Source: an optimization exercise on an open RTL-to-GDS flow (aim: small area). Production flows keep margins and buffers that such runs may drop. In this exercise RTL edits were held to simulation tests only and were not proved equivalent to the original. No activity file was given, so power comes from the tool's default toggle rates. The flow treats the clock pin as an ideal source, which a real chip does not have.

[flow/constraint.sdc]
create_clock -name core_clock -period 8.0 [get_ports {clk}]
set_input_delay 1.6000 -clock core_clock [delete_from_list [all_inputs] [get_ports {clk}]]
set_output_delay 1.6000 -clock core_clock [all_outputs]
set_load 0.01 [all_outputs]
[flow/config.mk]
export PLATFORM = sky130hd
export DESIGN_NAME = vacc
export DESIGN_NICKNAME = vacc
export VERILOG_FILES = /design/flow/design.v
export SDC_FILE = /design/flow/constraint.sdc
export NUM_CORES = 4
export LEC_CHECK = 0
export CAP_MARGIN = 20
export CORE_MARGIN = 2
export CORE_UTILIZATION = 40
export CTS_BUF_LIST = sky130_fd_sc_hd__clkbuf_16
export CTS_CLUSTER_DIAMETER = 100
export CTS_CLUSTER_SIZE = 30
export SLEW_MARGIN = 20
[flow/flow/run.sh]
#!/bin/bash
# Layout flow: the standard layout (standard.sh), with two changes made
# through the ORFS variables the standard scripts read:
#  - the input and output ports get a sky130_fd_sc_hd__buf_1 buffer each
#    (the standard flow picks a larger delay buffer);
#  - clock tree synthesis uses clkbuf_16 buffers on sink clusters of up to 30
#    flip-flops within 100 um, and inserts no dummy loads.
# The whole make output goes to flow_make.log in this folder; ORFS keeps each
# step's own log under orfs/logs/.
set -euo pipefail
export BUFFER_PORTS_ARGS="-buffer_cell sky130_fd_sc_hd__buf_1"
export CTS_ARGS="-sink_clustering_enable -repair_clock_nets -sink_clustering_size 30 -sink_clustering_max_diameter 100 -buf_list sky130_fd_sc_hd__clkbuf_16 -dont_use_dummy_load"
bash standard.sh > flow_make.log 2>&1
[flow/design.v]
module vacc (
	clk,
	ce,
	rst,
	acc_n,
	data_in,
	sync,
	trig,
	data_out,
	we,
	addr
);
	parameter integer VECTOR_WIDTH = 5;
	parameter integer INPUT_WIDTH = 36;
	parameter integer OUTPUT_WIDTH = 40;
	localparam integer N = 2 ** VECTOR_WIDTH;
	localparam integer W = OUTPUT_WIDTH;
	input wire clk;
	input wire ce;
	input wire rst;
	input wire [31:0] acc_n;
	input wire [INPUT_WIDTH - 1:0] data_in;
	input wire sync;
	input wire trig;
	output reg [OUTPUT_WIDTH - 1:0] data_out;
	output reg we;
	output reg [VECTOR_WIDTH - 1:0] addr;
	localparam [2:0] S_WAIT_SYNC = 3'd0;
	localparam [2:0] S_WAIT_TRIG = 3'd1;
	localparam [2:0] S_WAIT_START = 3'd2;
	localparam [2:0] S_ACC = 3'd3;
	localparam [2:0] S_DRAIN = 3'd4;
	reg [2:0] state;
	reg [VECTOR_WIDTH - 1:0] data_addr;
	reg stale_drain;
	reg [1:0] shifts;
	reg [31:0] accumulations;
	reg [INPUT_WIDTH - 1:0] last_data_in;
	wire in_acc = state == S_ACC;
	wire in_drain = state == S_DRAIN;
	wire start = data_addr == (N - 1);
	wire finish = addr == (N - 1);
	wire acc_done = accumulations == acc_n;
	always @(posedge clk)
		if (rst)
			data_addr <= 0;
		else if (ce && (state != S_WAIT_SYNC))
			data_addr <= data_addr + 1'b1;
	always @(posedge clk)
		if (rst)
			state <= S_WAIT_SYNC;
		else if (ce)
			case (state)
				S_WAIT_SYNC: if (sync) state <= S_WAIT_TRIG;
				S_WAIT_TRIG: if (trig) state <= S_WAIT_START;
				S_WAIT_START: if (start) state <= S_ACC;
				S_ACC: if (acc_done) state <= S_DRAIN;
				S_DRAIN: if (finish) state <= S_WAIT_TRIG;
				default: state <= state;
			endcase
	always @(posedge clk)
		if (rst) begin
			stale_drain <= 1'b0;
			shifts <= 2'd0;
		end
		else if (ce && in_drain && finish) begin
			stale_drain <= 1'b1;
			shifts <= 2'd0;
		end
		else if (ce && (in_acc || in_drain) && (shifts != 2'd3))
			shifts <= shifts + 1'b1;
	wire steady = shifts == 2'd3;
	wire in_place = shifts[1];
	reg [VECTOR_WIDTH - 1:0] out_addr;
	always @(*)
		if (steady)
			out_addr = data_addr - 2'd3;
		else if (stale_drain)
			out_addr = {3'd0, shifts} + 1'b1;
		else
			out_addr = 0;
	wire [32:0] acc_carry;
	assign acc_carry[0] = 1'b1;
	genvar gi;
	generate
		for (gi = 0; gi < 32; gi = gi + 1) begin : inc
			assign acc_carry[gi + 1] = acc_carry[gi] & accumulations[gi];
		end
	endgenerate
	always @(posedge clk)
		if (rst)
			accumulations <= 0;
		else if (ce && in_acc && in_place && (data_addr == 5'd1))
			accumulations <= accumulations ^ acc_carry[31:0];
		else if (ce && in_drain)
			accumulations <= 0;
	always @(posedge clk)
		last_data_in <= data_in;
	always @(posedge clk)
		if (rst || !(ce && in_drain))
			addr <= 0;
		else
			addr <= out_addr;
	always @(posedge clk)
		if (rst)
			we <= 0;
		else
			we <= ce && in_drain && !finish;
	reg acc_valid;
	always @(posedge clk)
		acc_valid <= !rst && ce && in_acc;
	reg [N * W - 1:0] ring;
	wire add_now = in_acc && !acc_done && acc_valid;
	wire [W - 1:0] addend = {{(W - INPUT_WIDTH) {1'b0}}, last_data_in};
	wire [W - 1:0] sum;
	vacc_add #(.W(W), .K(5)) adder (.a(ring[(N - 1) * W +: W]), .b(addend), .s(sum));
	reg post_reset;
	reg zero_29;
	reg zero_28;
	reg drained_28;
	reg zero_1;
	reg zero_0;
	always @(posedge clk)
		if (rst)
			post_reset <= 1'b1;
		else if (ce && in_acc)
			post_reset <= 1'b0;
	always @(posedge clk)
		if (ce) begin
			zero_29 <= in_acc && in_place && !acc_valid;
			zero_28 <= zero_29;
			drained_28 <= in_drain && steady;
			zero_1 <= in_acc && !in_place && stale_drain;
			zero_0 <= zero_1 || (in_drain && !steady && stale_drain);
		end
	wire clear_28 = post_reset || drained_28 || zero_28;
	always @(posedge clk)
		if (ce) begin
			ring[(N - 5) * W - 1:0] <= ring[(N - 4) * W - 1:W];
			ring[(N - 5) * W +: W] <= clear_28 ? {W {1'b0}} : ring[(N - 4) * W +: W];
			ring[(N - 2) * W - 1:(N - 4) * W] <= ring[(N - 1) * W - 1:(N - 3) * W];
			ring[(N - 2) * W +: W] <= add_now ? sum : ring[(N - 1) * W +: W];
			ring[(N - 1) * W +: W] <= zero_0 ? {W {1'b0}} : ring[0 +: W];
		end
	reg rd_sel;
	reg rd_zero;
	always @(posedge clk)
		if (ce) begin
			rd_sel <= !steady && stale_drain;
			rd_zero <= steady ? zero_29 : (!stale_drain || zero_1);
		end
	always @(*)
		if (ce && in_drain && we && !rd_zero)
			data_out = rd_sel ? ring[0 +: W] : ring[(N - 4) * W +: W];
		else
			data_out = 0;
endmodule
module vacc_add (
	a,
	b,
	s
);
	parameter integer W = 40;
	parameter integer K = 5;
	localparam integer NG = (W + K - 1) / K;
	input wire [W - 1:0] a;
	input wire [W - 1:0] b;
	output wire [W - 1:0] s;
	wire [W - 1:0] g = a & b;
	wire [W - 1:0] p = a ^ b;
	wire [W:0] c;
	wire [NG:0] gc;
	wire [NG - 1:0] gg;
	wire [NG - 1:0] gp;
	assign gc[0] = 1'b0;
	genvar j, i;
	generate
		for (j = 0; j < NG; j = j + 1) begin : grp
			localparam integer LO = j * K;
			localparam integer HI = ((LO + K) < W ? (LO + K) : W) - 1;
			wire [HI - LO + 1:0] gs;
			wire [HI - LO + 1:0] ps;
			assign gs[0] = 1'b0;
			assign ps[0] = 1'b1;
			for (i = LO; i <= HI; i = i + 1) begin : bt
				assign gs[i - LO + 1] = g[i] | (p[i] & gs[i - LO]);
				assign ps[i - LO + 1] = p[i] & ps[i - LO];
				if (i > LO) begin : rip
					assign c[i] = g[i - 1] | (p[i - 1] & c[i - 1]);
				end
			end
			assign gg[j] = gs[HI - LO + 1];
			assign gp[j] = ps[HI - LO + 1];
			assign c[LO] = gc[j];
			assign gc[j + 1] = gg[j] | (gp[j] & gc[j]);
		end
	endgenerate
	assign c[W] = gc[NG];
	assign s = p ^ c[W - 1:0];
endmodule
[flow/standard.sh]
#!/bin/bash
# synth_recipe.tcl (not shown) runs the flow's synth.tcl, then flattens the netlist and writes it again
# the make line also repeats each setting of config.mk as NAME=value (left out here)
make -C /OpenROAD-flow-scripts/flow DESIGN_CONFIG=/design/flow/config.mk WORK_HOME=/design/flow/orfs CLKGATE_MAP_FILE= SYNTH_SCRIPT=/design/flow/synth_recipe.tcl "${@:-finish}"
==> impl_metrics.yaml, run 1 <==
outcome:
  status: "complete, no violations"
timing:
  fmax_mhz: 149
  fin_tns_setup_ns: 0
  rsz0062_at_grt: "no"
  finalCritPeriodShare_pct: 83.8
  hold_viol: 0
  skew_ns: 0.0406
  fin_crit_ns: 6.70
  tightestPinTransition_ns: 1.09
  slew_viol_final: 0
  max_slew_margin_pct: 27.1
  finalSetupViolCount: 0
yosys:
  syn_inst: 1989
  async_flop_share_pct: 0
  synth-edff-count: 1287
  yosysSeqAreaShare_pct: 89.5
  synthesis.area_um2: 45200
  synth_top_area_share_pct: 85.6
  ys_top_cells_by_area: "edfxtp_1 (86%), dfxtp_1 (3.9%), ha_1 (1.9%)"
  synth_fp_nets: 2159
  ys_warn_count: 1
  ys.flop_type: "edfxtp_1"
  ys_ff_latch: 1374
  syn_avg_cell_area_um2: 22.7
  yosysMostFrequentCell: "edfxtp_1"
  synth_cell_types: 44
  ys_top_cells_by_count: "edfxtp_1 (1287), dfxtp_1 (87), ha_1 (68), nor2_1 (60), a21oi_1 (48)"
  yosysTopAreaCell: "edfxtp_1"
clock_tree:
  cts_tree: "yes"
  clkSlewWorstSetupHoldPaths_ns: 0.11
  clk_latency_ns: 0.65
  cts_root_buffer: "clkbuf_16"
  clkSinkCount: 1374
  htree_levels: 2
  ctsResizeCount: 0
  ctsHoldBuffers: 0
  numCtsBuffers: 53
  post_cts_buffers: 0
  cts_buffer_depth: 3
global_routing:
  overflow: 0
  grt_pass1_vias: 17100
  grt_util_all_layers_pct: 11.3
  grt_pass1_wl_um: 103000
  grt_max_degree: 214
  antenna_found_initial: 1
critical_path:
  r2r_slack_ns: 1.30
  reg2reg_depth: 17
  cp.arrival_ns: 7.11
  cp-start-kind: "flop"
  rr_endpoint: "ring[1229]$_DFFE_PP_"
  worstPathMaxFanout: 3
  crit_path_end_kind: "flop"
  required_ns: 8.41
  criticalPathCategory: "reg -> reg"
  r2r_start: "ring[1240]$_SDFFCE_PP0P_"
placed_design:
  dp.cells: 3586
  globalplace.congestion: 0.829
  post-dp-hpwl_um: 35400
  io_buffer_count: 118
route:
  drt_iter0_markers: 1794
  routed_wl_um: 66500
  postRouteAntennaNets: 0
  via_count: 17300
  remaining_drc_errors: 0
  via_per_inst: 4.74
  route.detailed.wl_per_inst_um: 18.3
  drtPass1Iterations: 6
power:
  ir_worst_vdd_mv: 0.160
  p_leak_nw: 16.2
  seq_power_share_pct: 71.2
  p_switching_mw: 2.26
  p_comb_share_pct: 2.5
  clkPwrFrac_pct: 26.3
  swShare_pct: 19.1
  power.density_nw_per_um2: 242
  totalPowerFinal_mw: 11.8
  p_int_mw: 9.56
floorplanning:
  core_area_um2: 112000
  die_area_um2: 116000
  die_w_um: 340
  num_rows: 123
  die_h_um: 340
  start_util_pct: 40.2
  io-pin-count: 119
cells_and_area:
  nets: 2312
  final_cell_count_no_fill: 3640
  n_antenna_cell: 0
  area_growth_syn_to_layout_pct: 8.20
  multi_input_area_um2: 4570
  drive_gt1_share_pct: 5.56
  regArea_um2: 40400
  nFillCells: 9463
worst_hold_path:
  hold_start: "ring[923]$_DFFE_PP_"
  holdPathEnd: "ring[883]$_DFFE_PP_"
  hold_path_depth: 0
  hold_path_class: "reg -> reg"
job:
  drv_cap: 0
cell families after synthesis:
kind of cell | synth area share (%)
DFF | 89.5
and+or+nand+nor | 3.11
adders and majority gates | 3.17
muxes | 2.01
AOI/OAI and AO/OA | 0.892
xor gates and xnor gates | 0.912
buffers and inverters | 0.449
power groups by stage:
stage / registers, mW / clock network [mW] / logic, mW
final: 8.41 / 3.11 / 0.300
after global routing: 8.45 / 3.50 / 0.343
after floorplan: 8.51 / 0 / 0.113
after CTS: 8.42 / 3.28 / 0.309
after detailed placement: 8.56 / 0 / 0.309
after global placement: 8.56 / 0 / 0.292
critical path, cell delays in order (launching register included):
cell      delay, ns
edfxtp_1       0.42
ha_1           0.21
fa_1           0.39
fa_1           0.38
fa_1           0.39
fa_1           0.42
a21oi_1        0.17
o22ai_1        0.18
a311oi_1       0.72
o21ai_0        0.38
a31oi_1        0.55
inv_1          0.12
fa_1           0.41
fa_1           0.42
fa_1           0.43
fa_1           0.42
xor2_1         0.18
mux2_4         0.27
per-layer routing:
| layer | vias up | part of all wire [%] | GRT usage, % |
|---|---|---|---|
| li1 | 7893 | - | - |
| met1 | 9007 | 50 | 17.7 |
| met2 | 290 | 44 | 16.7 |
| met3 | 81 | 3.6 | 1.66 |
| met4 | 0 | 1.9 | 2.65 |
| met5 | - | 0 | 0 |
registers in the layout, summed over array words and instances (netlist names):
name and count:
acc_valid 1, accumulations 32, addr 5, data_addr 5
drained_28 1, last_data_in 36, post_reset 1, rd_sel 1
rd_zero 1, ring 1280, shifts 2, stale_drain 1
state 3, we 1, zero_0 1, zero_1 1
zero_28 1, zero_29 1
cell type report:
cell class	instances	area share, %
Clock buffer	53	2.71
Inverter	9	0.0692
Multi-Input combinational cell	568	9.36
Timing Repair Buffer	136	1.34
Sequential cell	1374	82.7
Tap cell	1500	3.84
cell usage in the layout (no fill, tap or decap), types with 37 or more instances in the layout:
cell,netlist,layout
mux2i_1,42,42
clkbuf_16,0,53
edfxtp_1,1287,1287
and2_1,42,42
nand3_1,38,38
ha_1,68,68
buf_1,0,116
dfxtp_1,87,87
a21oi_1,48,48
nand2_1,45,45
nor2_1,60,60
xnor2_1,37,37
nor2b_1,44,44
how the worst max path moves through the flow:
stage | from | to | slack, ns | depth (start not counted)
6_report | ring[1240]$_SDFFCE_PP0P_ | ring[1229]$_DFFE_PP_ | 1.30 | 17
5_1_grt | ring[1240]$_SDFFCE_PP0P_ | ring[1229]$_DFFE_PP_ | 0.86 | 17
4_1_cts | ring[1240]$_SDFFCE_PP0P_ | ring[1229]$_DFFE_PP_ | 1.12 | 17
3_5_place_dp | ring[1240]$_SDFFCE_PP0P_ | ring[1229]$_DFFE_PP_ | 1.16 | 17
3_3_place_gp | ring[1240]$_SDFFCE_PP0P_ | ring[1229]$_DFFE_PP_ | 1.26 | 17
2_1_floorplan | accumulations[1]$_SDFFE_PP0P_ | accumulations[31]$_SDFFE_PP0P_ | 2.16 | 33
through the flow:
step                setup slack [ns]  hold WS, ns  utilization, %  cell area, µm²
floorplan                       2.16        0.400               -           45200
global placement                1.26        0.401            42.3           47500
detailed placement              1.16        0.405            42.3           47500
CTS                             1.12        0.395            43.5           48800
global route                   0.864        0.398            43.5           48900
finish                          1.30        0.394            43.5           48900
==> run 2, diff against run 1 <==
--- a/flow/design.v
+++ b/flow/design.v
@@ -142,18 +142,19 @@
 			ring[(N - 2) * W +: W] <= add_now ? sum : ring[(N - 1) * W +: W];
 			ring[(N - 1) * W +: W] <= zero_0 ? {W {1'b0}} : ring[0 +: W];
 		end
-	reg rd_sel;
-	reg rd_zero;
-	always @(posedge clk)
-		if (ce) begin
-			rd_sel <= !steady && stale_drain;
-			rd_zero <= steady ? zero_29 : (!stale_drain || zero_1);
+	reg out_28;
+	reg out_0;
+	always @(posedge clk)
+		if (rst) begin
+			out_28 <= 1'b0;
+			out_0 <= 1'b0;
+		end
+		else begin
+			out_28 <= ce && in_drain && !finish && steady && !zero_29;
+			out_0 <= ce && in_drain && !finish && !steady && stale_drain && !zero_1;
 		end
 	always @(*)
-		if (ce && in_drain && we && !rd_zero)
-			data_out = rd_sel ? ring[0 +: W] : ring[(N - 4) * W +: W];
-		else
-			data_out = 0;
+		data_out = ({W {ce && out_28}} & ring[(N - 4) * W +: W]) | ({W {ce && out_0}} & ring[0 +: W]);
 endmodule
 module vacc_add (
 	a,
==> impl_metrics.yaml, run 2 <==
clock_tree:
  cts_tree: "yes"
  cts_buffer_depth: 3
  post_cts_buffers: 0
  ctsResizeCount: 0
  cts_root_buffer: "clkbuf_16"
  numCtsBuffers: 54
  ctsHoldBuffers: 0
  clkSlewWorstSetupHoldPaths_ns: 0.11
  clk_latency_ns: 0.68
  htree_levels: 2
  clkSinkCount: 1374
cells_and_area:
  drive_gt1_share_pct: 5.59
  final_area_um2: 48700
  layout_commonest_cell: "edfxtp_1"
  layout_common_cells: "edfxtp_1 (1285), buf_1 (116), dfxtp_1 (89)"
  largest_registers: "ring (1280), last_data_in (36), accumulations (32)"
  n_antenna_cell: 0
  largest_reg_flops: 1280
  area_growth_syn_to_layout_pct: 8.19
  max_flop_register: "ring"
  nFillCells: 9610
  nets: 2284
timing:
  tightestPinTransition_ns: 1.15
  slew_viol_final: 0
  finalSetupViolCount: 0
  fin_tns_setup_ns: 0
  max_slew_margin_pct: 23.1
  rsz0062_at_grt: "no"
  fmax_mhz: 158
  finalCritPeriodShare_pct: 79.1
  skew_ns: 0.118
  fin_crit_ns: 6.33
  hold_viol: 0
global_routing:
  grt_max_degree: 196
  grt_util_all_layers_pct: 11.2
  antenna_found_initial: 1
  grt_pass1_vias: 16900
  grt_pass1_wl_um: 102000
  overflow: 0
yosys:
  ys_ff_latch: 1374
  ys_top_cells_by_area: "edfxtp_1 (86%), dfxtp_1 (4.0%), ha_1 (1.9%)"
  syn_inst: 1963
  synth-edff-count: 1285
  async_flop_share_pct: 0
  synthesis.area_um2: 45000
  synth_fp_nets: 2133
  ys_warn_count: 1
  synth_top_area_share_pct: 85.7
  yosysSeqAreaShare_pct: 89.6
  syn_avg_cell_area_um2: 22.9
  ys_top_cells_by_count: "edfxtp_1 (1285), dfxtp_1 (89), ha_1 (68), a21oi_1 (55), nand2_1 (46)"
  ys.flop_type: "edfxtp_1"
  synth_cell_types: 49
  yosysMostFrequentCell: "edfxtp_1"
  yosysTopAreaCell: "edfxtp_1"
critical_path:
  reg2reg_depth: 16
  crit_path_end_kind: "flop"
  cp.arrival_ns: 6.74
  r2r_start: "ring[1240]$_SDFFCE_PP0P_"
  r2r_slack_ns: 1.67
  worstPathMaxFanout: 3
  rr_endpoint: "ring[1233]$_DFFE_PP_"
  cp-start-kind: "flop"
  required_ns: 8.42
  startpoint: "ring[1240]$_SDFFCE_PP0P_"
  criticalPathCategory: "reg -> reg"
floorplanning:
  core_area_um2: 112000
  die_area_um2: 115000
  start_util_pct: 40.2
  num_rows: 123
  io-pin-count: 119
  die_w_um: 340
  die_h_um: 340
route:
  remaining_drc_errors: 0
  drtPass1Iterations: 5
  via_count: 17200
  drt_iter0_markers: 1676
  postRouteAntennaNets: 0
  routed_wl_um: 66500
  route.detailed.wl_per_inst_um: 18.4
  via_per_inst: 4.77
worst_hold_path:
  hold_path_class: "reg -> reg"
  hold_start: "ring[1168]$_DFFE_PP_"
  hold_path_depth: 0
  holdPathEnd: "ring[1128]$_DFFE_PP_"
job:
  drv_cap: 0
placed_design:
  post-dp-hpwl_um: 36300
  io_buffer_count: 118
  globalplace.congestion: 0.756
  place_area_um2: 47400
power:
  power.density_nw_per_um2: 243
  ir_worst_vdd_mv: 0.124
  p_leak_nw: 16.2
outcome:
  status: "complete, no violations"
run 2: worst max-delay path by stage:
stage,endpoint,slack (ns)
6_report,ring[1233]$_DFFE_PP_,1.67
5_1_grt,ring[1233]$_DFFE_PP_,1.23
4_1_cts,ring[1233]$_DFFE_PP_,1.47
3_5_place_dp,ring[1233]$_DFFE_PP_,1.48
3_3_place_gp,ring[1233]$_DFFE_PP_,1.52
2_1_floorplan,accumulations[31]$_SDFFE_PP0P_,2.16
run 2: cells by family after synthesis:
logic type / after synthesis / synth area share [%]
xor+xnor: 47 / 0.914
compound gates: 121 / 1.82
buf+inv: 49 / 0.480
fa+ha+maj: 97 / 3.18
simple gates: 240 / 2.89
flops: 1374 / 89.6
mux: 35 / 1.09
run 2: cell type report:
class	instances	area, µm²	share of cell area [%]
Sequential cell	1374	40400	82.8
Multi-Input combinational cell	540	4480	9.19
Tap cell	1500	1880	3.85
Clock buffer	54	1350	2.77
Timing Repair Buffer	136	628	1.29
Inverter	8	30.0	0.0616
run 2: layer usage:
layer	share of wire, %	track usage [%]
met5	0	0
met4	1.8	2.56
met1	50	17.5
met2	44	16.5
met3	3.6	1.99
run 2: metrics by stage:
step	hold WS, ns	worst slack [ns]	cells	total power, mW	util, %
after floorplan	0.400	2.16	1963	8.61	-
after global placement	0.400	1.52	3558	8.84	42.3
after detailed placement	0.405	1.48	3558	8.86	42.3
after CTS	0.389	1.47	3612	12.0	43.5
after global routing	0.399	1.23	3612	12.3	43.5
final	0.390	1.67	3612	11.8	43.5
run 2: worst max-delay path: stages (launching register included):
cell      delay (ns)
edfxtp_1        0.41
ha_1            0.21
fa_1            0.37
fa_1            0.40
fa_1            0.39
fa_1            0.42
a21oi_1         0.23
o22ai_1         0.22
a311oi_1        0.48
o21ai_0         0.41
a31oi_1         0.53
o21bai_1        0.16
fa_1            0.40
fa_1            0.39
fa_1            0.39
fa_1            0.43
mux2_4          0.26
run 2: where the power goes:
group	leakage [nW]	total (mW)	switching (mW)	internal, mW
clock	0.665	3.14	1.93	1.21
sequential	13.4	8.41	0.136	8.28
combinational	2.16	0.282	0.199	0.0839
==> run 3, diff against run 2 <==
--- a/flow/design.v
+++ b/flow/design.v
@@ -113,7 +113,7 @@
 	wire add_now = in_acc && !acc_done && acc_valid;
 	wire [W - 1:0] addend = {{(W - INPUT_WIDTH) {1'b0}}, last_data_in};
 	wire [W - 1:0] sum;
-	vacc_add #(.W(W), .K(5)) adder (.a(ring[(N - 1) * W +: W]), .b(addend), .s(sum));
+	vacc_add #(.W(W), .K(4)) adder (.a(ring[(N - 1) * W +: W]), .b(addend), .s(sum));
 	reg post_reset;
 	reg zero_29;
 	reg zero_28;
==> impl_metrics.yaml, run 3 <==
yosys:
  syn_inst: 1977
  yosysMostFrequentCell: "edfxtp_1"
  synthesis.area_um2: 44900
  synth_top_family_by_area: "adder cells"
  ys.flop_type: "edfxtp_1"
  synth_adder_area_share_pct: 3.15
  yosysSeqAreaShare_pct: 89.8
  synth_top_area_share_pct: 85.9
  synth_cell_types: 47
  yosysTopAreaCell: "edfxtp_1"
  ys_top_cells_by_area: "edfxtp_1 (86%), dfxtp_1 (4.0%), ha_1 (1.9%)"
  muxShareOfSynthArea_pct: 0.871
  async_flop_share_pct: 0
  ys_top_cells_by_count: "edfxtp_1 (1285), dfxtp_1 (89), ha_1 (70), a21oi_1 (60), nand2_1 (54)"
  synth-xor-area-share_pct: 0.955
  yosys.area_share.simple_pct: 2.88
  syn_avg_cell_area_um2: 22.7
  synth_compound_area_share_pct: 1.83
  synth-edff-count: 1285
  synth_fp_nets: 2147
  ys_ff_latch: 1374
  ys_warn_count: 1
cells_and_area:
  layout_common_cells: "edfxtp_1 (1285), buf_1 (116), dfxtp_1 (89)"
  drive_gt1_share_pct: 5.55
  largest_reg_flops: 1280
  final_cell_count_no_fill: 3616
  nFillCells: 9408
  max_flop_register: "ring"
  multi_input_area_um2: 4390
  area_growth_syn_to_layout_pct: 8.33
  largest_registers: "ring (1280), last_data_in (36), accumulations (32)"
  layout_commonest_cell: "edfxtp_1"
  nets: 2299
  regArea_um2: 40400
global_routing:
  grt_pass1_vias: 16900
  antenna_found_initial: 2
  grt_util_all_layers_pct: 11.1
  grt_pass1_wl_um: 101000
  grt_max_degree: 195
  overflow: 0
route:
  remaining_drc_errors: 0
  drtPass1Iterations: 5
  via_count: 17200
  via_per_inst: 4.75
  routed_wl_um: 65900
  route.detailed.wl_per_inst_um: 18.2
  drt_iter0_markers: 1648
  postRouteAntennaNets: 0
outcome:
  status: "complete, no violations"
clock_tree:
  post_cts_buffers: 0
  ctsResizeCount: 0
  numCtsBuffers: 56
  clk_latency_ns: 0.68
  htree_levels: 2
  cts_tree: "yes"
  clkSinkCount: 1374
  cts_buffer_depth: 3
  clkSlewWorstSetupHoldPaths_ns: 0.11
  ctsHoldBuffers: 0
  cts_root_buffer: "clkbuf_16"
timing:
  fin_crit_ns: 6.25
  fin_tns_setup_ns: 0
  skew_ns: 0.0856
  max_slew_margin_pct: 29.3
  hold_viol: 0
  fmax_mhz: 160
  finalSetupViolCount: 0
  slew_viol_final: 0
  tightestPinTransition_ns: 1.06
  finalCritPeriodShare_pct: 78.1
  rsz0062_at_grt: "no"
floorplanning:
  core_area_um2: 111000
  die_area_um2: 115000
  num_rows: 122
  die_h_um: 339
  die_w_um: 339
  io-pin-count: 119
  start_util_pct: 40.4
power:
  swShare_pct: 19.2
  clkPwrFrac_pct: 26.9
  seq_power_share_pct: 70.7
  p_int_mw: 9.61
  power.density_nw_per_um2: 244
  ir_worst_vdd_mv: 0.169
  p_leak_nw: 16.2
  p_switching_mw: 2.29
  p_comb_share_pct: 2.4
critical_path:
  cp.arrival_ns: 6.75
  reg2reg_depth: 33
  critPathMostFrequentCell: "ha_1"
  criticalPathCategory: "reg -> reg"
  cp-start-kind: "flop"
  required_ns: 8.50
  max_stage_delay_ns: 0.36
  worstPathMaxFanout: 3
  slowest_stage: "dfxtp_1"
  crit_path_end_kind: "flop"
placed_design:
  globalplace.congestion: 0.768
  post-dp-hpwl_um: 35700
  io_buffer_count: 118
  dp.cells: 3559
worst_hold_path:
  hold_path_class: "reg -> reg"
  hold_path_depth: 0
job:
  drv_cap: 0
[run 3: cell count changes after synthesis, moves of 3 or more]
cell / delta
nand4_1: +3
mux2_2: +23
a21oi_1: +5
nor2_1: +4
nand2_1: +8
mux2_4: -24
and2_1: -3
[run 3: layer usage]
| layer | share of wire [%] | vias to the layer above | track usage [%] |
|---|---|---|---|
| li1 | - | 7892 | - |
| met1 | 51 | 8929 | 17.4 |
| met2 | 43 | 272 | 16.1 |
| met3 | 3.7 | 88 | 1.67 |
| met4 | 2.4 | 0 | 3.55 |
| met5 | 0 | - | 0 |
[run 3: critical path, delay by kind of cell (launching register included)]
| kind | cells | cell delay, ns |
|---|---|---|
| DFF | 1 | 0.36 |
| xor gates and xnor gates | 1 | 0.15 |
| and+or+nand+nor | 2 | 0.13 |
| adders and majority gates | 30 | 5.47 |
[run 3: area by class of cell]
cell class	instances	share of cell area (%)
diodes	1	0.00514
clock buffers	56	2.88
inverters	9	0.0694
multi-input cells	552	9.01
flip-flops and latches	1374	82.9
well taps	1488	3.82
repair buffers	136	1.29
[run 3: worst paths after layout]
kind / startpoint / end / slack (ns)
worst max-delay path: accumulations[1]$_SDFFE_PP0P_ / accumulations[31]$_SDFFE_PP0P_ / 1.75
worst min-delay path: ring[711]$_DFFE_PP_ / ring[671]$_DFFE_PP_ / 0.33
worst max register to register: accumulations[1]$_SDFFE_PP0P_ / accumulations[31]$_SDFFE_PP0P_ / 1.75
worst min register to register: ring[711]$_DFFE_PP_ / ring[671]$_DFFE_PP_ / 0.33
[run 3: through the flow]
stage / instance area (µm²) / hold slack (ns) / setup WS, ns / total power [mW] / util (%)
finish: 48700 / 0.331 / 1.75 / 11.9 / 43.8
global route: 48700 / 0.331 / 1.38 / 12.4 / 43.8
CTS: 48700 / 0.340 / 1.70 / 12.1 / 43.8
detailed placement: 47300 / 0.405 / 1.75 / 8.86 / 42.5
global placement: 47300 / 0.401 / 1.71 / 8.85 / 42.5
floorplan: 44900 / 0.400 / 2.17 / 8.61 / -
[run 3: kinds of logic after synthesis]
| family | count (synthesis) |
|---|---|
| DFF | 1374 |
| and+or+nand+nor | 247 |
| AOI/OAI and AO/OA | 125 |
| adders and majority gates | 97 |
| buffers and inverters | 51 |
| xor gates and xnor gates | 49 |
| muxes | 34 |
[run 3: power by group through the flow]
stage	clock [mW]	sequential, mW	combinational [mW]
4_1_cts	3.40	8.42	0.289
5_1_grt	3.59	8.46	0.322
6_report	3.21	8.41	0.281
3_5_place_dp	0	8.57	0.291
2_1_floorplan	0	8.50	0.104
3_3_place_gp	0	8.57	0.275
==> run 4, diff against run 3 <==
--- a/flow/flow/run.sh
+++ b/flow/flow/run.sh
@@ -9,5 +9,5 @@
 # step's own log under orfs/logs/.
 set -euo pipefail
 export BUFFER_PORTS_ARGS="-buffer_cell sky130_fd_sc_hd__buf_1"
-export CTS_ARGS="-sink_clustering_enable -repair_clock_nets -sink_clustering_size 30 -sink_clustering_max_diameter 100 -buf_list sky130_fd_sc_hd__clkbuf_16 -dont_use_dummy_load"
+export CTS_ARGS="-sink_clustering_enable -repair_clock_nets -sink_clustering_size 33 -sink_clustering_max_diameter 100 -buf_list sky130_fd_sc_hd__clkbuf_16 -dont_use_dummy_load"
 bash standard.sh > flow_make.log 2>&1
==> impl_metrics.yaml, run 4 <==
outcome:
  status: "complete, no violations"
yosys:
  ys_ff_latch: 1374
  ys.flop_type: "edfxtp_1"
  yosysTopAreaCell: "edfxtp_1"
  ys_top_cells_by_count: "edfxtp_1 (1285), dfxtp_1 (89), ha_1 (70), a21oi_1 (60), nand2_1 (54)"
  synth_top_area_share_pct: 85.9
  ys_top_cells_by_area: "edfxtp_1 (86%), dfxtp_1 (4.0%), ha_1 (1.9%)"
  ys_warn_count: 1
  yosysSeqAreaShare_pct: 89.8
  muxShareOfSynthArea_pct: 0.871
  synth_compound_area_share_pct: 1.83
  synth_adder_area_share_pct: 3.15
  syn_avg_cell_area_um2: 22.7
  async_flop_share_pct: 0
  syn_inst: 1977
  synth-xor-area-share_pct: 0.955
  synth_cell_types: 47
  synth_top_family_by_area: "adder cells"
  synth-edff-count: 1285
  synthesis.area_um2: 44900
  yosysMostFrequentCell: "edfxtp_1"
  yosys.area_share.simple_pct: 2.88
  synth_fp_nets: 2147
cells_and_area:
  largest_reg_flops: 1280
  fin_util_pct: 43.7
  layout_common_cells: "edfxtp_1 (1285), buf_1 (116), dfxtp_1 (89)"
  layout_commonest_cell: "edfxtp_1"
  nets: 2295
  max_flop_register: "ring"
  largest_registers: "ring (1280), last_data_in (36), accumulations (32)"
  drive_gt1_share_pct: 5.37
  area_growth_syn_to_layout_pct: 8.11
power:
  p_leak_nw: 16.1
  ir_worst_vdd_mv: 0.129
  power.density_nw_per_um2: 243
job:
  drv_cap: 0
timing:
  slew_viol_final: 0
  skew_ns: 0.0932
  rsz0062_at_grt: "no"
  finalCritPeriodShare_pct: 78.2
  finalSetupViolCount: 0
  tightestPinTransition_ns: 1.14
  fmax_mhz: 160
  setup_slack_ns: 1.75
  hold_viol: 0
  max_slew_margin_pct: 23.7
  fin_crit_ns: 6.25
  fin_tns_setup_ns: 0
critical_path:
  worstPathMaxFanout: 3
  path_delay_family: "adder cells"
  crit_path_end_kind: "flop"
  slowest_stage: "dfxtp_1"
  cp.arrival_ns: 6.74
  r2r_slack_ns: 1.75
  required_ns: 8.49
  critPathMostFrequentCell: "ha_1"
  max_stage_delay_ns: 0.36
  critPathBufInv: 0
  cp-start-kind: "flop"
  criticalPathCategory: "reg -> reg"
worst_hold_path:
  hold_path_class: "reg -> reg"
floorplanning:
  num_rows: 122
  start_util_pct: 40.4
  die_w_um: 339
  io-pin-count: 119
  core_area_um2: 111000
  die_h_um: 339
  die_area_um2: 115000
route:
  postRouteAntennaNets: 0
  drt_iter0_markers: 1660
  via_count: 17200
  routed_wl_um: 65600
  route.detailed.wl_per_inst_um: 18.2
  drtPass1Iterations: 5
  remaining_drc_errors: 0
  via_per_inst: 4.75
clock_tree:
  clkSlewWorstSetupHoldPaths_ns: 0.11
  clkSinkCount: 1374
  clk_latency_ns: 0.68
  numCtsBuffers: 52
  cts_tree: "yes"
  ctsResizeCount: 0
  ctsHoldBuffers: 0
  cts_root_buffer: "clkbuf_16"
  cts_buffer_depth: 3
  post_cts_buffers: 0
  htree_levels: 2
global_routing:
  grt_max_degree: 195
  grt_pass1_wl_um: 101000
  overflow: 0
  antenna_found_initial: 2
  grt_util_all_layers_pct: 11.1
  grt_pass1_vias: 16900
placed_design:
  globalplace.congestion: 0.768
  io_buffer_count: 118
  post-dp-hpwl_um: 35700
  dp_slack_ns: 1.75
## run 4: changes by cell type in the layout (fill, tap and decap cells not counted), sizes merged
cell	before	now
clkbuf	58	54
## run 4: worst register-to-register path, delay by kind of cell, from the launching register on
family        cells  cell delay, ns
flops             1            0.36
fa+ha+maj        30            5.48
simple gates      2            0.13
xor+xnor          1            0.15
## run 4: cells by family after synthesis
group                    count (synthesis)
XOR/XNOR                                49
AND/OR/NAND/NOR                        247
adder cells (fa/ha/maj)                 97
buffers and inverters                   51
flip-flops                            1374
AO/OA/AOI/OAI                          125
multiplexers                            34
## run 4: final timing paths
kind	start	to	cells after the start
min reg2reg	ring[435]$_DFFE_PP_	ring[395]$_DFFE_PP_	0
max reg2reg	accumulations[1]$_SDFFE_PP0P_	accumulations[31]$_SDFFE_PP0P_	33
max	accumulations[1]$_SDFFE_PP0P_	accumulations[31]$_SDFFE_PP0P_	33
min	ring[435]$_DFFE_PP_	ring[395]$_DFFE_PP_	0
## run 4: power by group
| part | leakage, nW | internal (mW) | total [mW] | switching [mW] |
|---|---|---|---|---|
| Sequential | 13.4 | 8.28 | 8.41 | 0.137 |
| Combinational | 2.09 | 0.0799 | 0.281 | 0.201 |
| Clock | 0.641 | 1.17 | 3.10 | 1.93 |
## run 4: final cells by class
class / count / area (µm²)
antenna: 1 / 2.50
clock buffer: 52 / 1300
fill: 9417 / 62500
inverter: 9 / 33.8
multi-input combinational: 552 / 4390
sequential: 1374 / 40400
tap: 1488 / 1860
timing repair buffer: 136 / 628
## run 4: layer usage
metal	up-vias	part of all wire, %	track usage, %
met2	278	44	16.1
met4	0	2.3	3.35
met1	8936	51	17.4
met5	-	0	0
met3	77	3.6	1.68
li1	7877	-	-
## run 4: through the flow
step / instances / hold slack (ns) / instance area (µm²) / total power, mW
2_1_floorplan: 1977 / 0.400 / 44900 / 8.61
3_3_place_gp: 3559 / 0.401 / 47300 / 8.85
3_5_place_dp: 3559 / 0.405 / 47300 / 8.86
4_1_cts: 3611 / 0.321 / 48600 / 12.0
5_1_grt: 3611 / 0.328 / 48600 / 12.3
6_report: 3612 / 0.323 / 48600 / 11.8
==> run 5, diff against run 4 <==
--- a/flow/flow/run.sh
+++ b/flow/flow/run.sh
@@ -9,5 +9,5 @@
 # step's own log under orfs/logs/.
 set -euo pipefail
 export BUFFER_PORTS_ARGS="-buffer_cell sky130_fd_sc_hd__buf_1"
-export CTS_ARGS="-sink_clustering_enable -repair_clock_nets -sink_clustering_size 33 -sink_clustering_max_diameter 100 -buf_list sky130_fd_sc_hd__clkbuf_16 -dont_use_dummy_load"
+export CTS_ARGS="-sink_clustering_enable -repair_clock_nets -sink_clustering_size 30 -sink_clustering_max_diameter 130 -buf_list sky130_fd_sc_hd__clkbuf_16 -dont_use_dummy_load"
 bash standard.sh > flow_make.log 2>&1
==> impl_metrics.yaml, run 5 <==
clock_tree:
  numCtsBuffers: 52
  post_cts_buffers: 0
  clkSlewWorstSetupHoldPaths_ns: 0.12
  htree_levels: 2
  clk_latency_ns: 0.68
  ctsResizeCount: 0
  clkSinkCount: 1374
  ctsHoldBuffers: 0
  cts_root_buffer: "clkbuf_16"
  cts_buffer_depth: 3
  cts_tree: "yes"
route:
  route.detailed.wl_per_inst_um: 18.2
  remaining_drc_errors: 0
  routed_wl_um: 65700
  drtPass1Iterations: 5
  via_per_inst: 4.76
  via_count: 17200
  drt_iter0_markers: 1744
  postRouteAntennaNets: 0
yosys:
  synth-edff-count: 1285
  yosysSeqAreaShare_pct: 89.8
  ys_top_cells_by_count: "edfxtp_1 (1285), dfxtp_1 (89), ha_1 (70), a21oi_1 (60), nand2_1 (54)"
  synth_fp_nets: 2147
  yosysTopAreaCell: "edfxtp_1"
  yosysMostFrequentCell: "edfxtp_1"
  ys.flop_type: "edfxtp_1"
  async_flop_share_pct: 0
  synthesis.area_um2: 44900
  syn_inst: 1977
  ys_top_cells_by_area: "edfxtp_1 (86%), dfxtp_1 (4.0%), ha_1 (1.9%)"
  synth_cell_types: 47
  ys_ff_latch: 1374
  ys_warn_count: 1
  synth_top_area_share_pct: 85.9
  syn_avg_cell_area_um2: 22.7
floorplanning:
  die_area_um2: 115000
  die_h_um: 339
  start_util_pct: 40.4
  die_w_um: 339
  num_rows: 122
  core_area_um2: 111000
  io-pin-count: 119
placed_design:
  place_area_um2: 47300
  dp.cells: 3559
  post-dp-hpwl_um: 35700
  globalplace.congestion: 0.768
  io_buffer_count: 118
critical_path:
  cp-start-kind: "flop"
  criticalPathCategory: "reg -> reg"
  crit_path_end_kind: "flop"
  r2r_start: "accumulations[1]$_SDFFE_PP0P_"
  worstPathMaxFanout: 3
  required_ns: 8.49
  startpoint: "accumulations[1]$_SDFFE_PP0P_"
  critPathMostFrequentCell: "ha_1"
  max_stage_delay_ns: 0.36
  cp.arrival_ns: 6.76
  slowest_stage: "dfxtp_1"
power:
  p_int_mw: 9.53
  swShare_pct: 19.3
  clkPwrFrac_pct: 26.3
  p_switching_mw: 2.27
  totalPowerFinal_mw: 11.8
  seq_power_share_pct: 71.3
  p_leak_nw: 16.1
  power.density_nw_per_um2: 243
  p_comb_share_pct: 2.4
  ir_worst_vdd_mv: 0.175
timing:
  fin_crit_ns: 6.26
  finalSetupViolCount: 0
  fin_tns_setup_ns: 0
  finalCritPeriodShare_pct: 78.3
  max_slew_margin_pct: 32.1
  hold_viol: 0
  skew_ns: 0.0968
  tightestPinTransition_ns: 1.02
  rsz0062_at_grt: "no"
  timing.hold.ws_ns: 0.326
  fmax_mhz: 160
  slew_viol_final: 0
global_routing:
  grt_pass1_wl_um: 101000
  grt_pass1_vias: 16900
  grt_max_degree: 195
  overflow: 0
  antenna_found_initial: 2
  grt_util_all_layers_pct: 11.1
cells_and_area:
  largest_registers: "ring (1280), last_data_in (36), accumulations (32)"
  layout_common_cells: "edfxtp_1 (1285), buf_1 (116), dfxtp_1 (89)"
  area_growth_syn_to_layout_pct: 8.12
  drive_gt1_share_pct: 5.37
  layout_commonest_cell: "edfxtp_1"
  max_flop_register: "ring"
  final_cell_count_no_fill: 3613
  nets: 2295
  largest_reg_flops: 1280
  final_area_um2: 48600
job:
  drv_cap: 0
outcome:
  status: "complete, no violations"
worst_hold_path:
  hold_path_class: "reg -> reg"
  hold_start: "ring[871]$_DFFE_PP_"
## run 5: cell counts after synthesis
Identical to the previous run, type by type.
## run 5: cell families (layout without fill, tap and decap cells)
logic type | after synthesis | count (layout) | synth area share, %
AND/OR/NAND/NOR | 247 | 247 | 2.88
XOR/XNOR | 49 | 49 | 0.955
other | 0 | 2 | 0
multiplexers | 34 | 34 | 0.871
adder cells (fa/ha/maj) | 97 | 97 | 3.15
flip-flops | 1374 | 1374 | 89.8
AO/OA/AOI/OAI | 125 | 125 | 1.83
buffers and inverters | 51 | 197 | 0.476
## run 5: routing by layer
layer	global-route usage (%)	vias up	share of wire (%)
li1	-	7884	-
met1	17.4	8960	51
met2	16.1	277	44
met3	1.98	73	3.8
met4	2.87	0	2.0
met5	0	-	0
## run 5: power by group through the flow
stage | registers (mW) | clock network (mW) | logic, mW
after floorplan | 8.50 | 0 | 0.104
after global placement | 8.57 | 0 | 0.275
after detailed placement | 8.57 | 0 | 0.291
after CTS | 8.42 | 3.29 | 0.289
after global routing | 8.46 | 3.50 | 0.322
final | 8.41 | 3.11 | 0.281
## run 5: critical path: cells and delay by family, from the launching register on
kind          cells  cell delay (ns)
xor+xnor          1             0.15
flops             1             0.36
simple gates      2             0.13
fa+ha+maj        30             5.49
## run 5: final cells by class
cell class	instances	area [µm²]
clock buffer	52	1300
inverter	9	33.8
timing repair buffer	136	628
multi-input combinational	552	4390
antenna	2	5.00
sequential	1374	40400
tap	1488	1860
fill	9416	62500
## run 5: path summary, 6_finish.rpt
kind	end	slack (ns)	cells past startpoint
worst max register to register	accumulations[31]$_SDFFE_PP0P_	1.74	33
worst min-delay path	ring[831]$_DFFE_PP_	0.33	0
worst max-delay path	accumulations[31]$_SDFFE_PP0P_	1.74	33
worst min register to register	ring[831]$_DFFE_PP_	0.33	0
## run 5: stage by stage
| stage | worst slack, ns | utilization (%) |
|---|---|---|
| 6_report | 1.74 | 43.7 |
| 5_1_grt | 1.38 | 43.7 |
| 4_1_cts | 1.70 | 43.7 |
| 3_5_place_dp | 1.75 | 42.5 |
| 3_3_place_gp | 1.71 | 42.5 |
| 2_1_floorplan | 2.17 | - |
==> run 6, diff against run 5 <==
--- a/flow/design.v
+++ b/flow/design.v
@@ -113,7 +113,7 @@
 	wire add_now = in_acc && !acc_done && acc_valid;
 	wire [W - 1:0] addend = {{(W - INPUT_WIDTH) {1'b0}}, last_data_in};
 	wire [W - 1:0] sum;
-	vacc_add #(.W(W), .K(4)) adder (.a(ring[(N - 1) * W +: W]), .b(addend), .s(sum));
+	vacc_add #(.W(W), .K(5)) adder (.a(ring[(N - 1) * W +: W]), .b(addend), .s(sum));
 	reg post_reset;
 	reg zero_29;
 	reg zero_28;
--- a/flow/flow/run.sh
+++ b/flow/flow/run.sh
@@ -9,5 +9,5 @@
 # step's own log under orfs/logs/.
 set -euo pipefail
 export BUFFER_PORTS_ARGS="-buffer_cell sky130_fd_sc_hd__buf_1"
-export CTS_ARGS="-sink_clustering_enable -repair_clock_nets -sink_clustering_size 30 -sink_clustering_max_diameter 130 -buf_list sky130_fd_sc_hd__clkbuf_16 -dont_use_dummy_load"
+export CTS_ARGS="-sink_clustering_enable -repair_clock_nets -sink_clustering_size 36 -sink_clustering_max_diameter 100 -buf_list sky130_fd_sc_hd__clkbuf_16 -dont_use_dummy_load"
 bash standard.sh > flow_make.log 2>&1
--- a/flow/config.mk
+++ b/flow/config.mk
@@ -8,7 +8,5 @@
 export CAP_MARGIN = 20
 export CORE_MARGIN = 2
 export CORE_UTILIZATION = 40
-export CTS_BUF_LIST = sky130_fd_sc_hd__clkbuf_16
-export CTS_CLUSTER_DIAMETER = 100
-export CTS_CLUSTER_SIZE = 30
+export PLACE_DENSITY = 0.85
 export SLEW_MARGIN = 20
==> impl_metrics.yaml, run 6 <==
timing:
  max_slew_margin_pct: 24.7
  tightestPinTransition_ns: 1.13
  timing.hold.ws_ns: 0.362
  slew_viol_final: 0
  fin_crit_ns: 6.32
  setup_slack_ns: 1.68
  rsz0062_at_grt: "no"
  skew_ns: 0.0676
  fmax_mhz: 158
  finalCritPeriodShare_pct: 79.0
  finalSetupViolCount: 0
  fin_tns_setup_ns: 0
  hold_viol: 0
power:
  p_int_mw: 9.41
  p_switching_mw: 2.21
  seq_power_share_pct: 72.4
  totalPowerFinal_mw: 11.6
  p_comb_share_pct: 2.6
  swShare_pct: 19.0
  ir_worst_vdd_mv: 0.155
  power.density_nw_per_um2: 239
  p_leak_nw: 16.1
  clkPwrFrac_pct: 25.0
clock_tree:
  clk_latency_ns: 0.66
  cts_buffer_depth: 3
  ctsHoldBuffers: 0
  numCtsBuffers: 46
  ctsResizeCount: 0
  htree_levels: 2
  cts_tree: "yes"
  clkSinkCount: 1374
  clkSlewWorstSetupHoldPaths_ns: 0.12
  post_cts_buffers: 0
  cts_root_buffer: "clkbuf_16"
placed_design:
  post-dp-hpwl_um: 40800
  globalplace.congestion: 0.768
  dp_slack_ns: 1.70
  io_buffer_count: 118
yosys:
  synth_cell_types: 49
  muxShareOfSynthArea_pct: 1.09
  syn_avg_cell_area_um2: 22.9
  ys_top_cells_by_count: "edfxtp_1 (1285), dfxtp_1 (89), ha_1 (68), a21oi_1 (55), nand2_1 (46)"
  synth_compound_area_share_pct: 1.82
  yosysTopAreaCell: "edfxtp_1"
  yosysSeqAreaShare_pct: 89.6
  ys_warn_count: 1
  synth-edff-count: 1285
  ys.flop_type: "edfxtp_1"
  ys_ff_latch: 1374
  synthesis.area_um2: 45000
  syn_inst: 1963
  ys_top_cells_by_area: "edfxtp_1 (86%), dfxtp_1 (4.0%), ha_1 (1.9%)"
  synth_adder_area_share_pct: 3.18
  synth-xor-area-share_pct: 0.914
  async_flop_share_pct: 0
  synth_top_family_by_area: "adder cells"
  synth_top_area_share_pct: 85.7
  synth_fp_nets: 2133
  yosysMostFrequentCell: "edfxtp_1"
  yosys.area_share.simple_pct: 2.89
critical_path:
  criticalPathCategory: "reg -> reg"
  r2r_slack_ns: 1.68
  cp.arrival_ns: 6.79
  max_stage_delay_ns: 0.35
  cp-start-kind: "flop"
  required_ns: 8.48
  critPathMostFrequentCell: "ha_1"
  worstPathMaxFanout: 3
  crit_path_end_kind: "flop"
  slowest_stage: "dfxtp_1"
cells_and_area:
  max_flop_register: "ring"
  area_growth_syn_to_layout_pct: 7.81
  layout_commonest_cell: "edfxtp_1"
  drive_gt1_share_pct: 5.13
  largest_registers: "ring (1280), last_data_in (36), accumulations (32)"
  fin_util_pct: 43.3
  layout_common_cells: "edfxtp_1 (1285), buf_1 (116), dfxtp_1 (89)"
  largest_reg_flops: 1280
  nets: 2276
route:
  via_per_inst: 4.81
  remaining_drc_errors: 0
  routed_wl_um: 68900
  postRouteAntennaNets: 0
  drtPass1Iterations: 5
  route.detailed.wl_per_inst_um: 19.1
  drt_iter0_markers: 2028
  via_count: 17300
global_routing:
  grt_util_all_layers_pct: 11.5
  grt_pass1_vias: 16400
  grt_max_degree: 211
  grt_pass1_wl_um: 102000
  antenna_found_initial: 6
  overflow: 0
floorplanning:
  core_area_um2: 112000
  start_util_pct: 40.2
  die_h_um: 340
  die_area_um2: 115000
  die_w_um: 340
  io-pin-count: 119
  num_rows: 123
job:
  drv_cap: 0
outcome:
  status: "complete, no violations"
worst_hold_path:
  hold_path_class: "reg -> reg"
-- run 6: changes by cell type in the layout (fill, tap and decap cells not counted), sizes merged, moves of 3 or more --
cell,delta
nand4,-3
clkbuf,-6
and2,+3
a21oi,-4
nand2,-8
nor2,-4
-- run 6: power by group through the flow --
| stage | Sequential (mW) | Combinational (mW) | Clock, mW |
|---|---|---|---|
| finish | 8.42 | 0.300 | 2.90 |
| global route | 8.46 | 0.337 | 3.23 |
| CTS | 8.43 | 0.304 | 3.03 |
| detailed placement | 8.58 | 0.304 | 0 |
| global placement | 8.56 | 0.282 | 0 |
| floorplan | 8.50 | 0.109 | 0 |
-- run 6: path summary, 6_finish.rpt --
path                                    end  cells past startpoint                     startpoint
min                     ring[106]$_DFFE_PP_                      0            ring[146]$_DFFE_PP_
min reg2reg             ring[106]$_DFFE_PP_                      0            ring[146]$_DFFE_PP_
max reg2reg  accumulations[31]$_SDFFE_PP0P_                     33  accumulations[1]$_SDFFE_PP0P_
max          accumulations[31]$_SDFFE_PP0P_                     33  accumulations[1]$_SDFFE_PP0P_
-- run 6: stage by stage --
stage / instances / instance area, µm²
4_1_cts: 3602 / 48500
6_report: 3605 / 48600
2_1_floorplan: 1963 / 45000
3_3_place_gp: 3556 / 47400
3_5_place_dp: 3556 / 47400
5_1_grt: 3604 / 48600
-- run 6: kinds of logic after synthesis --
logic type / Yosys count
buffers and inverters: 49
XOR/XNOR: 47
adder cells (fa/ha/maj): 97
AND/OR/NAND/NOR: 240
flip-flops: 1374
AO/OA/AOI/OAI: 121
multiplexers: 35
-- run 6: layer usage --
metal / up-vias / share of wire (%) / track usage (%)
met4: 2 / 1.9 / 2.70
met1: 9075 / 50 / 18.1
met2: 360 / 43 / 16.6
met5: - / 0.010 / 0
met3: 75 / 5.0 / 2.14
li1: 7814 / - / -
-- run 6: final cells by class --
type	instances	area, µm²
fillers	9385	63500
flip-flops and latches	1374	40400
multi-input cells	540	4480
well taps	1500	1880
clock buffers	46	1150
repair buffers	136	661
inverters	8	30.0
diodes	1	2.50
-- run 6: worst max-delay path, delay by kind of cell, from the launching register on --
| kind | cells | cell delay [ns] |
|---|---|---|
| fa+ha+maj | 30 | 5.53 |
| flops | 1 | 0.35 |
| xor+xnor | 1 | 0.15 |
| simple gates | 2 | 0.13 |
==> run 7, diff against run 6 <==
--- a/flow/design.v
+++ b/flow/design.v
@@ -79,21 +79,21 @@
 			out_addr = {3'd0, shifts} + 1'b1;
 		else
 			out_addr = 0;
-	wire [32:0] acc_carry;
-	assign acc_carry[0] = 1'b1;
+	wire acc_count = ce && in_acc && in_place && (data_addr == 5'd1);
+	wire [32:0] acc_ones;
+	assign acc_ones[0] = 1'b1;
 	genvar gi;
 	generate
 		for (gi = 0; gi < 32; gi = gi + 1) begin : inc
-			assign acc_carry[gi + 1] = acc_carry[gi] & accumulations[gi];
+			assign acc_ones[gi + 1] = acc_ones[gi] & accumulations[gi];
 		end
 	endgenerate
-	always @(posedge clk)
-		if (rst)
+	wire [31:0] acc_carry = {32 {acc_count}} & acc_ones[31:0];
+	always @(posedge clk)
+		if (rst || (ce && in_drain))
 			accumulations <= 0;
-		else if (ce && in_acc && in_place && (data_addr == 5'd1))
-			accumulations <= accumulations ^ acc_carry[31:0];
-		else if (ce && in_drain)
-			accumulations <= 0;
+		else
+			accumulations <= accumulations ^ acc_carry;
 	always @(posedge clk)
 		last_data_in <= data_in;
 	always @(posedge clk)
@@ -113,7 +113,7 @@
 	wire add_now = in_acc && !acc_done && acc_valid;
 	wire [W - 1:0] addend = {{(W - INPUT_WIDTH) {1'b0}}, last_data_in};
 	wire [W - 1:0] sum;
-	vacc_add #(.W(W), .K(5)) adder (.a(ring[(N - 1) * W +: W]), .b(addend), .s(sum));
+	vacc_add #(.W(W), .K(4)) adder (.a(ring[(N - 1) * W +: W]), .b(addend), .s(sum));
 	reg post_reset;
 	reg zero_29;
 	reg zero_28;
--- a/flow/flow/run.sh
+++ b/flow/flow/run.sh
@@ -9,5 +9,5 @@
 # step's own log under orfs/logs/.
 set -euo pipefail
 export BUFFER_PORTS_ARGS="-buffer_cell sky130_fd_sc_hd__buf_1"
-export CTS_ARGS="-sink_clustering_enable -repair_clock_nets -sink_clustering_size 36 -sink_clustering_max_diameter 100 -buf_list sky130_fd_sc_hd__clkbuf_16 -dont_use_dummy_load"
+export CTS_ARGS="-sink_clustering_enable -repair_clock_nets -sink_clustering_size 30 -sink_clustering_max_diameter 100 -buf_list sky130_fd_sc_hd__clkbuf_16 -dont_use_dummy_load"
 bash standard.sh > flow_make.log 2>&1
--- a/flow/config.mk
+++ b/flow/config.mk
@@ -8,5 +8,7 @@
 export CAP_MARGIN = 20
 export CORE_MARGIN = 2
 export CORE_UTILIZATION = 40
-export PLACE_DENSITY = 0.85
+export CTS_BUF_LIST = sky130_fd_sc_hd__clkbuf_16
+export CTS_CLUSTER_DIAMETER = 100
+export CTS_CLUSTER_SIZE = 30
 export SLEW_MARGIN = 20
==> impl_metrics.yaml, run 7 <==
outcome:
  status: "complete, no violations"
critical_path:
  cp-start-kind: "primary input"
  cp.arrival_ns: 3.63
  crit_path_end_kind: "primary output"
  worstPathMaxFanout: 27
  required_ns: 6.40
  criticalPathCategory: "in -> out"
yosys:
  synth_cell_types: 53
  synth_adder_area_share_pct: 2.35
  synth_top_area_share_pct: 86.1
  yosysMostFrequentCell: "edfxtp_1"
  ys_top_cells_by_area: "edfxtp_1 (86%), dfxtp_1 (4.0%), fa_1 (1.2%)"
  syn_avg_cell_area_um2: 23.0
  ys_warn_count: 1
  synth-xor-area-share_pct: 1.51
  synth-edff-count: 1285
  synth_fp_nets: 2093
  ys_ff_latch: 1374
  synth_top_family_by_area: "simple AND/OR/NAND/NOR gates"
  yosysSeqAreaShare_pct: 90.1
  yosys.area_share.simple_pct: 3.16
  async_flop_share_pct: 0
  syn_inst: 1952
  muxShareOfSynthArea_pct: 0.824
  ys_top_cells_by_count: "edfxtp_1 (1285), dfxtp_1 (89), nor2_1 (63), xnor2_1 (59), and2_1 (46)"
  ys.flop_type: "edfxtp_1"
  synth_compound_area_share_pct: 1.66
  yosysTopAreaCell: "edfxtp_1"
  synthesis.area_um2: 44800
cells_and_area:
  drive_gt1_share_pct: 5.61
  layout_common_cells: "edfxtp_1 (1285), buf_1 (117), dfxtp_1 (89)"
  multi_input_area_um2: 4270
  fin_util_pct: 43.7
  largest_reg_flops: 1280
  nFillCells: 9406
  area_growth_syn_to_layout_pct: 8.19
  layout_commonest_cell: "edfxtp_1"
  final_cell_count_no_fill: 3593
  n_antenna_cell: 0
  largest_registers: "ring (1280), last_data_in (36), accumulations (32)"
  max_flop_register: "ring"
  regArea_um2: 40400
  nets: 2248
timing:
  rsz0062_at_grt: "no"
  finalCritPeriodShare_pct: 65.3
  fin_tns_setup_ns: 0
  finalSetupViolCount: 0
  setup_slack_ns: 2.77
  max_slew_margin_pct: 19.2
  fmax_mhz: 191
  tightestPinTransition_ns: 1.21
  skew_ns: 0.0412
  fin_crit_ns: 5.23
  hold_viol: 0
  slew_viol_final: 0
clock_tree:
  cts_root_buffer: "clkbuf_16"
  numCtsBuffers: 52
  ctsHoldBuffers: 0
  htree_levels: 2
  cts_buffer_depth: 3
  clkSlewWorstSetupHoldPaths_ns: 0.10
  cts_tree: "yes"
  clkSinkCount: 1374
  clk_latency_ns: 0.66
  ctsResizeCount: 0
  post_cts_buffers: 0
floorplanning:
  die_h_um: 339
  core_area_um2: 111000
  start_util_pct: 40.4
  die_w_um: 339
  num_rows: 122
  io-pin-count: 119
  die_area_um2: 115000
global_routing:
  grt_util_all_layers_pct: 11.5
  overflow: 0
  grt_max_degree: 192
  grt_pass1_vias: 17100
  antenna_found_initial: 5
  grt_pass1_wl_um: 103000
route:
  remaining_drc_errors: 0
  routed_wl_um: 67500
  postRouteAntennaNets: 0
  via_per_inst: 4.78
  via_count: 17200
  route.detailed.wl_per_inst_um: 18.8
  drt_iter0_markers: 1908
  drtPass1Iterations: 5
power:
  power.density_nw_per_um2: 244
  ir_worst_vdd_mv: 0.157
  p_leak_nw: 15.9
worst_hold_path:
  hold_path_class: "reg -> reg"
placed_design:
  dp_slack_ns: 2.68
  io_buffer_count: 118
  globalplace.congestion: 0.807
  dp.cells: 3541
  post-dp-hpwl_um: 38100
job:
  drv_cap: 0
run 7: changes by cell type in the layout (fill, tap and decap cells not counted), moves of 17 or more:
cell	before	now
ha_1	68	41
nand2_1	46	21
a21oi_1	55	27
mux2_4	27	0
nor2_1	32	63
nand3_1	37	18
xnor2_1	42	59
mux2_2	6	31
run 7: layout make-up:
type	instances	area share, %
well taps	1488	3.84
flip-flops and latches	1374	83.3
inverters	10	0.0774
clock buffers	52	2.68
multi-input cells	536	8.81
repair buffers	133	1.30
run 7: final timing paths:
check | start | to | slack (ns) | cells after the start
max | ce | data_out[36] | 2.77 | 5
min | ring[676]$_DFFE_PP_ | ring[636]$_DFFE_PP_ | 0.40 | 0
min reg2reg | ring[676]$_DFFE_PP_ | ring[636]$_DFFE_PP_ | 0.40 | 0
max reg2reg | ring[1240]$_SDFFCE_PP0P_ | ring[1230]$_DFFE_PP_ | 2.88 | 15
run 7: layer usage:
metal | share of wire, % | GRT usage (%) | up-vias
li1 | - | - | 7783
met1 | 51 | 18.0 | 8991
met3 | 4.1 | 1.88 | 85
met2 | 43 | 16.4 | 305
met4 | 2.4 | 3.47 | 0
met5 | 0 | 0 | -
run 7: worst max-delay path, stage by stage:
cell and delay, ns:
clkbuf_4 0.40, and2_2 0.59, buf_4 0.47, a22o_1 0.21
buf_1 0.32
run 7: cell families (layout without fill, tap and decap cells):
family / after synthesis / after routing
adder cells (fa/ha/maj): 68 / 68
multiplexers: 33 / 33
buffers and inverters: 42 / 195
AO/OA/AOI/OAI: 104 / 104
XOR/XNOR: 77 / 77
AND/OR/NAND/NOR: 254 / 254
flip-flops: 1374 / 1374
run 7: power breakdown:
part / internal, mW / switching (mW) / total (mW) / leakage, nW
Clock: 1.17 / 1.91 / 3.08 / 0.641
Sequential: 8.28 / 0.150 / 8.43 / 13.4
Combinational: 0.0895 / 0.216 / 0.306 / 1.87
run 7: metrics by stage:
stage / instance area, µm² / power [mW] / hold WS (ns)
6_report: 48500 / 11.8 / 0.401
3_5_place_dp: 47200 / 8.90 / 0.405
5_1_grt: 48500 / 12.3 / 0.408
4_1_cts: 48500 / 12.0 / 0.403
2_1_floorplan: 44800 / 8.63 / 0.400
3_3_place_gp: 47200 / 8.88 / 0.401
==> run 8, diff against run 7 <==
--- a/flow/design.v
+++ b/flow/design.v
@@ -137,10 +137,10 @@
 	always @(posedge clk)
 		if (ce) begin
 			ring[(N - 5) * W - 1:0] <= ring[(N - 4) * W - 1:W];
-			ring[(N - 5) * W +: W] <= clear_28 ? {W {1'b0}} : ring[(N - 4) * W +: W];
+			ring[(N - 5) * W +: W] <= ~(ring[(N - 4) * W +: W] & {W {!clear_28}});
 			ring[(N - 2) * W - 1:(N - 4) * W] <= ring[(N - 1) * W - 1:(N - 3) * W];
 			ring[(N - 2) * W +: W] <= add_now ? sum : ring[(N - 1) * W +: W];
-			ring[(N - 1) * W +: W] <= zero_0 ? {W {1'b0}} : ring[0 +: W];
+			ring[(N - 1) * W +: W] <= ~(ring[0 +: W] | {W {zero_0}});
 		end
 	reg out_28;
 	reg out_0;
@@ -154,7 +154,7 @@
 			out_0 <= ce && in_drain && !finish && !steady && stale_drain && !zero_1;
 		end
 	always @(*)
-		data_out = ({W {ce && out_28}} & ring[(N - 4) * W +: W]) | ({W {ce && out_0}} & ring[0 +: W]);
+		data_out = ({W {ce && out_28}} & ring[(N - 4) * W +: W]) | ({W {ce && out_0}} & ~ring[0 +: W]);
 endmodule
 module vacc_add (
 	a,
==> impl_metrics.yaml, run 8 <==
cells_and_area:
  largest_registers: "ring (1280), last_data_in (36), accumulations (32)"
  drive_gt1_share_pct: 5.65
  nets: 2285
  final_area_um2: 48300
  layout_commonest_cell: "edfxtp_1"
  area_growth_syn_to_layout_pct: 8.31
  fin_util_pct: 43.7
  n_antenna_cell: 0
  max_flop_register: "ring"
  layout_common_cells: "edfxtp_1 (1285), buf_1 (117), nand2_1 (110)"
  largest_reg_flops: 1280
power:
  power.density_nw_per_um2: 243
  ir_worst_vdd_mv: 0.213
  p_leak_nw: 15.1
timing:
  timing.hold.ws_ns: 0.381
  finalSetupViolCount: 0
  skew_ns: 0.0424
  hold_viol: 0
  rsz0062_at_grt: "no"
  finalCritPeriodShare_pct: 64.8
  max_slew_margin_pct: 30.5
  fin_crit_ns: 5.18
  fin_tns_setup_ns: 0
  fmax_mhz: 193
  slew_viol_final: 0
  tightestPinTransition_ns: 1.04
clock_tree:
  ctsResizeCount: 0
  cts_buffer_depth: 3
  post_cts_buffers: 0
  ctsHoldBuffers: 0
  numCtsBuffers: 53
  cts_root_buffer: "clkbuf_16"
  clk_latency_ns: 0.66
  clkSlewWorstSetupHoldPaths_ns: 0.11
  clkSinkCount: 1374
  cts_tree: "yes"
  htree_levels: 2
critical_path:
  worstPathMaxFanout: 2
  criticalPathCategory: "reg -> reg"
  required_ns: 8.42
  crit_path_end_kind: "flop"
  cp.arrival_ns: 5.60
  cp-start-kind: "flop"
  reg2reg_depth: 14
global_routing:
  grt_max_degree: 216
  grt_pass1_vias: 16900
  met1_usage_pct: 17.8
  antenna_found_initial: 4
  busiest_layer: "met1"
  grt_use_met2_pct: 17.0
  overflow: 0
  use_met3_pct: 2.02
  grt_util_all_layers_pct: 11.6
  grt_pass1_wl_um: 101000
yosys:
  synth_cell_types: 57
  ys_top_cells_by_count: "edfxtp_1 (1285), nand2_1 (112), nor2_1 (93), dfxtp_1 (89), xnor2_1 (54)"
  yosysSeqAreaShare_pct: 90.5
  synth_fp_nets: 2127
  synth-edff-count: 1285
  async_flop_share_pct: 0
  yosysMostFrequentCell: "edfxtp_1"
  yosysTopAreaCell: "edfxtp_1"
  ys_ff_latch: 1374
  ys_top_cells_by_area: "edfxtp_1 (86%), dfxtp_1 (4.0%), fa_1 (1.2%)"
  syn_avg_cell_area_um2: 22.5
  ys.flop_type: "edfxtp_1"
  ys_warn_count: 1
  synthesis.area_um2: 44600
  syn_inst: 1986
  synth_top_area_share_pct: 86.5
floorplanning:
  start_util_pct: 40.3
  core_area_um2: 111000
  num_rows: 122
  die_area_um2: 114000
  die_w_um: 338
  die_h_um: 338
  io-pin-count: 119
worst_hold_path:
  hold_path_class: "reg -> reg"
  hold_path_depth: 0
route:
  postRouteAntennaNets: 0
  remaining_drc_errors: 0
  drtPass1Iterations: 5
  via_count: 17200
  route.detailed.wl_per_inst_um: 18.5
  routed_wl_um: 67100
  via_per_inst: 4.75
  drt_iter0_markers: 1853
placed_design:
  globalplace.congestion: 0.794
  place_area_um2: 46900
  io_buffer_count: 118
  post-dp-hpwl_um: 37600
job:
  drv_cap: 0
outcome:
  status: "complete, no violations"
-- run 8: changes by cell type after synthesis, sizes merged, moves of 10 or more --
cell   change
a21oi     -10
a22o      -39
and2      -37
nand2     +90
nor2      +24
nor2b     -42
o21ai     +44
-- run 8: worst paths after layout --
path	startpoint	end	slack, ns
worst max register to register	ring[1240]$_DFFE_PP_	ring[1234]$_DFFE_PP_	2.82
worst min-delay path	ring[800]$_DFFE_PP_	ring[760]$_DFFE_PP_	0.38
worst max-delay path	ring[1240]$_DFFE_PP_	ring[1234]$_DFFE_PP_	2.82
worst min register to register	ring[800]$_DFFE_PP_	ring[760]$_DFFE_PP_	0.38
-- run 8: logic make-up after synthesis --
kind of cell	after synthesis	share of synthesized area, %
flip-flops	1374	90.5
buffers and inverters	42	0.440
AND/OR/NAND/NOR	290	3.04
XOR/XNOR	76	1.49
multiplexers	34	0.850
adder cells (fa/ha/maj)	68	2.36
AO/OA/AOI/OAI	102	1.34
-- run 8: cell type report --
class / count / area [µm²]
flip-flops and latches: 1374 / 40400
well taps: 1488 / 1860
inverters: 9 / 33.8
repair buffers: 136 / 672
clock buffers: 53 / 1330
fillers: 9346 / 62300
multi-input cells: 570 / 4070
-- run 8: metrics by stage --
step	worst slack (ns)	cells	power [mW]
2_1_floorplan	3.68	1986	8.53
3_3_place_gp	2.66	3575	8.77
3_5_place_dp	2.45	3575	8.79
4_1_cts	2.67	3628	11.9
5_1_grt	2.52	3630	12.2
6_report	2.82	3630	11.7
-- run 8: critical path, cell delays in order, from the launching register on --
cell,delay [ns]
edfxtp_1,0.42
ha_1,0.22
fa_1,0.38
fa_1,0.38
fa_1,0.42
a21oi_1,0.17
nand4b_1,0.15
a31oi_1,0.20
a31oi_1,0.47
a21oi_1,0.22
a41o_1,0.38
fa_1,0.41
fa_1,0.40
fa_1,0.44
mux2_2,0.27
-- run 8: report_power, final --
| group | total, mW | leakage, nW | switching, mW | internal, mW |
|---|---|---|---|---|
| registers | 8.32 | 12.6 | 0.128 | 8.19 |
| clock network | 3.12 | 0.653 | 1.93 | 1.19 |
| logic | 0.302 | 1.84 | 0.213 | 0.0888 |
-- run 8: routing by layer --
metal | wire [µm] | vias up
met4 | 1480 | 0
li1 | - | 7856
met3 | 3090 | 68
met2 | 29900 | 277
met1 | 32600 | 9028
met5 | 0 | -

port drivers added, routing unchanged:
In the flow no input, the clock included, has a driving cell. The finished layouts below were timed again as built, in two steps. Step 1 assumes that a clkbuf_16 drives the clock port and a buf_2 every other input. Step 2, shift: input delay + t, output delay - t, t = (earliest + latest rising clock arrival at the registers) / 2. This alone moves slack from input paths to output paths. a / b / c = ideal / step 1 / step 2; a / b = the first two.
run	shift t [ns]	setup slack, ns
run 1	0.689	1.298 / 1.298 / 1.298
run 2	0.693	1.673 / 1.673 / 1.673
run 3	0.712	1.750 / 1.750 / 1.750
run 4	0.704	1.748 / 1.748 / 1.748
run 5	0.705	1.735 / 1.735 / 1.735
run 6	0.683	1.682 / 1.682 / 1.682
run 7	0.708	2.773 / 2.727 / 2.727
run 8	0.696	2.818 / 2.818 / 2.535
After both steps every run listed still meets setup and hold.
